This design comes from an exercise in tuning for small area and a short achievable clock period on the open sky130 flow, not from production work.
In this exercise RTL edits were held to simulation tests only and were not proved equivalent to the original.

## job 8162
## qrs
module qrs(
input clk,
input reset,
input signed [15:0] data_in,
output  signed [15:0] up,
output  signed [15:0] low,
output  signed [15:0] low_out,
output  signed [15:0] high,
output  signed [15:0] high_out,
output  signed [15:0] deri_out,
output  signed [15:0] sqr_out,
output  signed [15:0] avg_out,
output  signed [15:0] data_out
    );
integer t;
reg ph;
reg [4:0] cnt;               
always @(posedge clk, posedge reset)
  if (reset) begin
    ph <= 1'b0;
    cnt <= 5'd0;
  end else begin
    ph <= ~ph;
    if (!ph && !cnt[4]) cnt <= cnt + 5'd1;
  end
reg [15:0] up_r;
always @(posedge clk)
  up_r <= data_in;
assign up = ph ? up_r : 16'd0;
reg [7:0] xq [0:10];
always @(posedge clk) begin
  xq[0] <= ph ? up_r[15:8] : data_in[7:0];
  for (t = 1; t < 11; t = t + 1) xq[t] <= xq[t-1];
end
reg [6:0] lq [0:30];
reg [6:0] laux;
wire [12:0] lnew;
always @(posedge clk, posedge reset)
  if (reset) begin
    lq[0] <= 7'd0;
    lq[1] <= 7'd0;
    lq[2] <= 7'd0;
  end else begin
    lq[0] <= ph ? laux : {1'b0, lnew[12:7]};
    lq[1] <= lq[0];
    lq[2] <= lq[1];
  end
always @(posedge clk) begin
  laux <= lnew[6:0];
  for (t = 3; t < 31; t = t + 1) lq[t] <= lq[t-1];
end
reg signed [13:0] m0, m1;    
reg [15:0] h1, h2, h3;       
wire [15:0] m0x = {{2{m0[13]}}, m0};
wire [15:0] m1x = {{2{m1[13]}}, m1};
wire [15:0] hsum, hdif, h3m;
wire co_hs, co_hd, co_h3;
sk_add #(16) a_hsum(.a(m0x), .b(m1x), .ci(1'b0), .s(hsum), .co(co_hs));    
sk_add #(16) a_hdif(.a(m0x), .b(~m1x), .ci(1'b1), .s(hdif), .co(co_hd));   
wire [15:0] h3s, h3y;
csa3 #(16) c_h3(.a({m0x[14:0], 1'b0}), .b(m0x), .c(~m1x), .s(h3s), .y(h3y));
sk_add #(16) a_h3m(.a(h3s), .b({h3y[14:0], 1'b1}), .ci(1'b0), .s(h3m), .co(co_h3));  
wire v3 = (cnt >= 5'd3);
  ...
For scale: roughly 2900 cells after synthesis, about 160 I/O pins, roughly 0.027 sq mm of cells after synthesis.
export LEC_CHECK = 0
export ABC_AREA = 1
export CAP_MARGIN = 20
export CORE_MARGIN = 2
export CORE_UTILIZATION = 40
export SLEW_MARGIN = 20
create_clock -name core_clock -period 25.0 [get_ports {clk}]
standard.sh (not shown) runs the stock make flow with config.mk's settings and CLKGATE_MAP_FILE= SYNTH_SCRIPT=/design/flow/synth_recipe.tcl, a recipe that flattens the netlist after the stock synthesis.
==> flow/flow/run.sh <==
#!/bin/bash
# Standard layout (the standard.sh), with plain buf_2 cells as the port
# buffers, a clock tree of clkbuf_16 cells in sink clusters of up to 20
# without dummy loads, and timing repair asked to leave 15.0 ns of setup slack.
set -euo pipefail
export BUFFER_PORTS_ARGS="-buffer_cell sky130_fd_sc_hd__buf_2"
export CTS_ARGS="-sink_clustering_enable -repair_clock_nets -dont_use_dummy_load -buf_list sky130_fd_sc_hd__clkbuf_16 -sink_clustering_size 20 -sink_clustering_max_diameter 80"
bash standard.sh SETUP_SLACK_MARGIN=15.0 finish > standard_flow.log 2>&1
Modified inputs, job 4044 compared to job 8162
==> flow/flow/run.sh <==
#!/bin/bash
# Standard layout (the standard.sh), with plain buf_2 cells as the port
# buffers, a clock tree of clkbuf_16 cells in sink clusters of up to 20
# without dummy loads, and timing repair asked to leave 16 ns of setup slack.
set -euo pipefail
export BUFFER_PORTS_ARGS="-buffer_cell sky130_fd_sc_hd__buf_2"
export CTS_ARGS="-sink_clustering_enable -repair_clock_nets -dont_use_dummy_load -buf_list sky130_fd_sc_hd__clkbuf_16 -sink_clustering_size 20 -sink_clustering_max_diameter 80"
bash standard.sh SETUP_SLACK_MARGIN=16 finish > standard_flow.log 2>&1
--- outcome ---
Job 4044 did not stop at any stage, and its layout met the timing, design-rule and antenna checks.
On buffer share of cell area: job 4044 sits above job 8162.
Job 4044: layout net count about 1.6% above job 8162
Relative to job 8162, met3 demand-to-capacity share in global routing increased by 0.22 points in job 4044.
Routed wire in job 4044 totals more than in job 8162.
| final critical delay including setup and external delays | job 4044 vs job 8162 | 0.61 ns lower |
Job 4044 vs job 8162: instance area after placement up slightly
Job 4044 gives more slew at the pin with the worst max-slew slack than job 8162 did.
Here is what was changed in the inputs of job 7890 compared with job 4044.
==> flow/flow/run.sh <==
#!/bin/bash
# Standard layout (the standard.sh), with plain buf_2 cells as the port
# buffers, a clock tree of clkbuf_16 cells in sink clusters of up to 20
# without dummy loads, and timing repair asked to leave 15.7 ns of setup slack.
set -euo pipefail
export BUFFER_PORTS_ARGS="-buffer_cell sky130_fd_sc_hd__buf_2"
export CTS_ARGS="-sink_clustering_enable -repair_clock_nets -dont_use_dummy_load -buf_list sky130_fd_sc_hd__clkbuf_16 -sink_clustering_size 20 -sink_clustering_max_diameter 80"
bash standard.sh SETUP_SLACK_MARGIN=15.7 finish > standard_flow.log 2>&1
## What came out
Part of the cycle the worst path needs (higher): job 7890. Comparing final RePlAce weighted congestion for job 4044 and job 7890, the bigger number came from job 7890. From job 4044 to job 7890 the numbers moved as follows: instance area at placement decreased about 0.3%, die boundary width essentially unchanged, count of placed standard cells including taps essentially unchanged, via count of the routed design decreased 1.4%.
--- input diff job 7890..job 2949 ---
==> flow/flow/run.sh <==
#!/bin/bash
# Standard layout (the standard.sh), with plain buf_2 cells as the port
# buffers, a clock tree of clkbuf_16 cells in sink clusters of up to 20
# without dummy loads, and timing repair asked to leave 15.4 ns of setup slack.
set -euo pipefail
export BUFFER_PORTS_ARGS="-buffer_cell sky130_fd_sc_hd__buf_2"
export CTS_ARGS="-sink_clustering_enable -repair_clock_nets -dont_use_dummy_load -buf_list sky130_fd_sc_hd__clkbuf_16 -sink_clustering_size 20 -sink_clustering_max_diameter 80"
bash standard.sh SETUP_SLACK_MARGIN=15.4 finish > standard_flow.log 2>&1
- Delta (job 2949 minus job 7890): critical path depth closely matched the old numbers; worst setup margin now smaller; non-clock buffer count lower; via count normalized by instance count held steady.
- The count of non-filler cells in the finished layout on job 7890 is in line with that on job 2949.
- Job 2949 ends up with a fraction of area in multi-input gates that is 0.24 points lower than in job 7890.
- The via count of the first global-routing pass on job 7890 is in line with that on job 2949.

==> afterwards: timing with drivers on the ports <==
In the flow no input, the clock included, has a driving cell. The finished layouts below were timed again as built, in two steps. Step 1 sets driving cells, clkbuf_16 on the clock port and buf_2 on the other inputs (assumed; they add their load-dependent delay and slew). Step 2 also shifts input and output timing later by t, the mid clock arrival at the registers, as if the neighbouring blocks saw the same clock. Slacks: ideal ports / drivers / drivers and shift; pairs: ideal ports / drivers.
| run | shift t [ns] | slack for setup (ns) | worst setup path after step 2 | cell pins on the clock port's net |
|---|---|---|---|---|
| job 8162 | 0.591 | 15.430 / 15.465 / 14.874 | input to register | 1 |
| job 4044 | 0.605 | 16.037 / 16.003 / 15.463 | input to register | 1 |
| job 7890 | 0.613 | 15.960 / 15.951 / 15.357 | input to register | 1 |
| job 2949 | 0.615 | 15.757 / 15.799 / 15.184 | input to register | 1 |
After both steps setup and hold are still met in every run listed. For job 7890, which loses most, drivers alone change the setup slack by -0.009 ns; drivers and shift together by -0.603 ns.
